From an optimization exercise on the open Yosys and OpenROAD flow, aimed at small area; shortcuts taken in it are not production practice. Function was checked by simulation only, so behaviour that the tests miss may differ from the original.

== lane 1 ==
==> module add_operation, before the edit <==
module add_operation
(
	input				rst,
	input 				clk,
	input				ce,			 
	input				pc,			 
	input				chg,		 
	input 		[10:0]	add_times,
	input				at_nz,		 
	input				en,
	input		[11:0]	data_in,
	output	wire [22:0]	res,
	output	reg			res_ok
	);
	reg		[10:0]	cnt_add;
	reg		[11:0]	sum_lo;
	reg		[10:0]	sum_hi;
	reg				carry;
	reg		[22:0]	res_q;
	reg				flag_add_times_changed;
	assign	res = res_q;
	wire	clr  = ~en | flag_add_times_changed;
	wire	lt   = cnt_add < add_times;
	wire	run  = ~clr & ~pc;
	wire	keep = ~ce | (run & lt);
	wire	add  = ce & run;
	wire	ld   = ce & run & ~lt;
	wire	[12:0]	sum_plus = {1'b0, sum_lo} + {1'b0, data_in};
	wire	[10:0]	cnt_inc = cnt_add + 11'd1;
	always	@(posedge clk)	begin
		sum_lo	<= (sum_lo & {12{~ce}}) | (sum_plus[11:0] & {12{ce & run & lt}})
				 | (data_in & {12{ce & run & ~lt}});
		carry	<= ce & run & lt & sum_plus[12];
		sum_hi		<= keep ? sum_hi + {10'd0, carry} : 11'd0;
		cnt_add		<= (cnt_add & {11{~ce}}) | (cnt_inc & {11{ce & run & lt}})
					 | {10'd0, ce & ~clr & pc & at_nz};
	end
	always	@(posedge clk)	begin
		if (rst) begin
			flag_add_times_changed <= 1'b0;
			res_ok		<= 1'b0;
		end
		else begin
			if (ce)
				flag_add_times_changed <= en & chg;
			if (ce & clr)
				res_ok	<= 1'b0;
			else if (ld)
				res_ok	<= 1'b1;
		end
	end
	always	@(posedge clk)	begin
		if (ld)
			res_q <= {sum_hi, sum_lo};
	end
endmodule
==> flow/config.mk <==
export PLATFORM = sky130hd
export DESIGN_NAME = ad9637_datapath
export DESIGN_NICKNAME = ad9637_datapath
export VERILOG_FILES = /design/flow/design.v
export SDC_FILE = /design/flow/constraint.sdc
export NUM_CORES = 4
export LEC_CHECK = 0
export CAP_MARGIN = 20
export CORE_MARGIN = 2
export CORE_UTILIZATION = 40
export CTS_CLUSTER_DIAMETER = 80
export CTS_CLUSTER_SIZE = 20
export GPL_TIMING_DRIVEN = 0
export SETUP_SLACK_MARGIN = 0.1
export SLEW_MARGIN = 20
==> flow/constraint.sdc <==
create_clock -name core_clock -period 5.0 [get_ports {clk}]
set_input_delay 1.0000 -clock core_clock [delete_from_list [all_inputs] [get_ports {clk}]]
set_output_delay 1.0000 -clock core_clock [all_outputs]
set_load 0.01 [all_outputs]
standard.sh (not shown) runs the stock make flow with config.mk's settings and CLKGATE_MAP_FILE= SYNTH_SCRIPT=/design/flow/synth_recipe.tcl, a recipe that flattens the netlist after the stock synthesis.
==> flow/flow/run.sh <==
#!/bin/bash
# Layout flow: the standard synthesis, then the combinational logic re-mapped
# for area by Yosys/ABC (flip-flops untouched), then the standard ORFS layout
# with the port buffers made from buf_2. Each tool's output goes to a log here.
set -euo pipefail
W=$PWD
R=$W/orfs/results/sky130hd/ad9637_datapath/base
BP="BUFFER_PORTS_ARGS=-buffer_cell sky130_fd_sc_hd__buf_2"
LIB=$FLOW_HOME/platforms/sky130hd/lib/sky130_fd_sc_hd__tt_025C_1v80.lib
bash standard.sh "$BP" synth > make_synth.log 2>&1
cp "$R/1_2_yosys.v" "$W/std_1_2_yosys.v"
sed -e "s#@LIB@#$LIB#g" -e "s#@IN@#$W/std_1_2_yosys.v#" -e "s#@OUT@#$W/remap_1_2_yosys.v#" \
    -e "s#@ABC@#$W/flow/area.abc#" flow/remap.ys > remap_run.ys
yosys -s remap_run.ys > yosys_remap.log 2>&1
cp "$W/remap_1_2_yosys.v" "$R/1_2_yosys.v"
rm -f "$R/1_synth.odb" "$R/1_synth.sdc"
bash standard.sh "$BP" finish > make_finish.log 2>&1
==> flow/flow/area.abc <==
strash
dch -f
amap
strash
dch -f
amap
strash
dch -f
amap
strash
dch -f
amap
strash
dch -f
amap
strash
dch -f
amap
strash
dch -f
amap
strash
dch -f
amap
strash
dch -f
amap
strash
dch -f
amap
strash
dch -f
amap
strash
dch -f
amap
strash
dch -f
amap
strash
dch -f
amap
strash
dch -f
amap
strash
dch -f
amap
topo
==> flow/flow/remap.ys <==
# Re-map the combinational logic of the standard synthesis for area. The
# flip-flops (and tie cells) stay as the standard synthesis made them, with
# the same instance names and cell types.
read_liberty -ignore_miss_func @LIB@
read_verilog @IN@
hierarchy -top ad9637_datapath
setattr -mod -set keep_hierarchy 1 sky130_fd_sc_hd__df* sky130_fd_sc_hd__edf* sky130_fd_sc_hd__conb_1
flatten
blackbox sky130_fd_sc_hd__*
opt_clean -purge
abc -liberty @LIB@ -script @ABC@ -dont_use *lpflow* -dont_use *probe*
opt_clean -purge
read_liberty -lib -ignore_redef @LIB@
hilomap -singleton -hicell sky130_fd_sc_hd__conb_1 HI -locell sky130_fd_sc_hd__conb_1 LO
splitnets
opt_clean -purge
check -assert
stat -liberty @LIB@
write_verilog -noattr -nohex -nodec @OUT@
The inputs of lane 5 differ from those of lane 1 as listed below.
--- a/flow/design.v
+++ b/flow/design.v
@@ -59,21 +59,17 @@
 	wire	clr  = ~en | flag_add_times_changed;
 	wire	lt   = cnt_add < add_times;
 	wire	run  = ~clr & ~pc;
 	wire	keep = ~ce | (run & lt);
 	wire	add  = ce & run;
 	wire	ld   = ce & run & ~lt;
-	wire	[12:0]	sum_plus = {1'b0, sum_lo} + {1'b0, data_in};
-	wire	[10:0]	cnt_inc = cnt_add + 11'd1;
-	always	@(posedge clk)	begin
-		sum_lo	<= (sum_lo & {12{~ce}}) | (sum_plus[11:0] & {12{ce & run & lt}})
-				 | (data_in & {12{ce & run & ~lt}});
-		carry	<= ce & run & lt & sum_plus[12];
+	wire	inc  = ce & ~clr & (pc ? at_nz : lt);
+	always	@(posedge clk)	begin
+		{carry, sum_lo}	<= {1'b0, keep ? sum_lo : 12'd0} + {1'b0, add ? data_in : 12'd0};
 		sum_hi		<= keep ? sum_hi + {10'd0, carry} : 11'd0;
-		cnt_add		<= (cnt_add & {11{~ce}}) | (cnt_inc & {11{ce & run & lt}})
-					 | {10'd0, ce & ~clr & pc & at_nz};
+		cnt_add		<= (keep ? cnt_add : 11'd0) + {10'd0, inc};
 	end
 	always	@(posedge clk)	begin
 		if (rst) begin
 			flag_add_times_changed <= 1'b0;
 			res_ok		<= 1'b0;
 		end
--- outcome ---
Going from lane 1 to lane 5, synthesized area shrank slightly.
Setup slack after layout: lane 5 < lane 1
Relative to lane 1, the wire length of the first global-routing pass of lane 5 is lower by 1.7%.
Diff lane 1 and lane 5: detailed-route wire length higher in lane 5
When the final numbers for lane 1 and lane 5 were put side by side, the relative area of clock buffers and inverters in the final design turned out to be smaller in lane 5.

-- afterwards: timing with drivers on the ports --
No port has a modelled driver above. Below, the same layouts with a new extraction and two added sets of constraints. Step 1, drivers: a clkbuf_16 drives clk and a buf_2 each remaining input, both assumed. Step 2 also shifts input and output timing later by t, the mid clock arrival at the registers, as if the neighbouring blocks saw the same clock. Three values: ideal, step 1, step 2; two values: the first two.
run | t, ns | slack for setup (ns) | latest minus earliest clock arrival (ns)
lane 1 | 0.750 | 0.318 / 0.352 / -0.397 | 0.043 / 0.043
lane 5 | 0.758 | 0.228 / 0.122 / -0.637 | 0.042 / 0.041
With both steps, setup timing fails in lane 1 and lane 5, where it was met with ideal ports. For lane 5, which loses most, drivers alone change the setup slack by -0.106 ns; drivers and shift together by -0.865 ns.
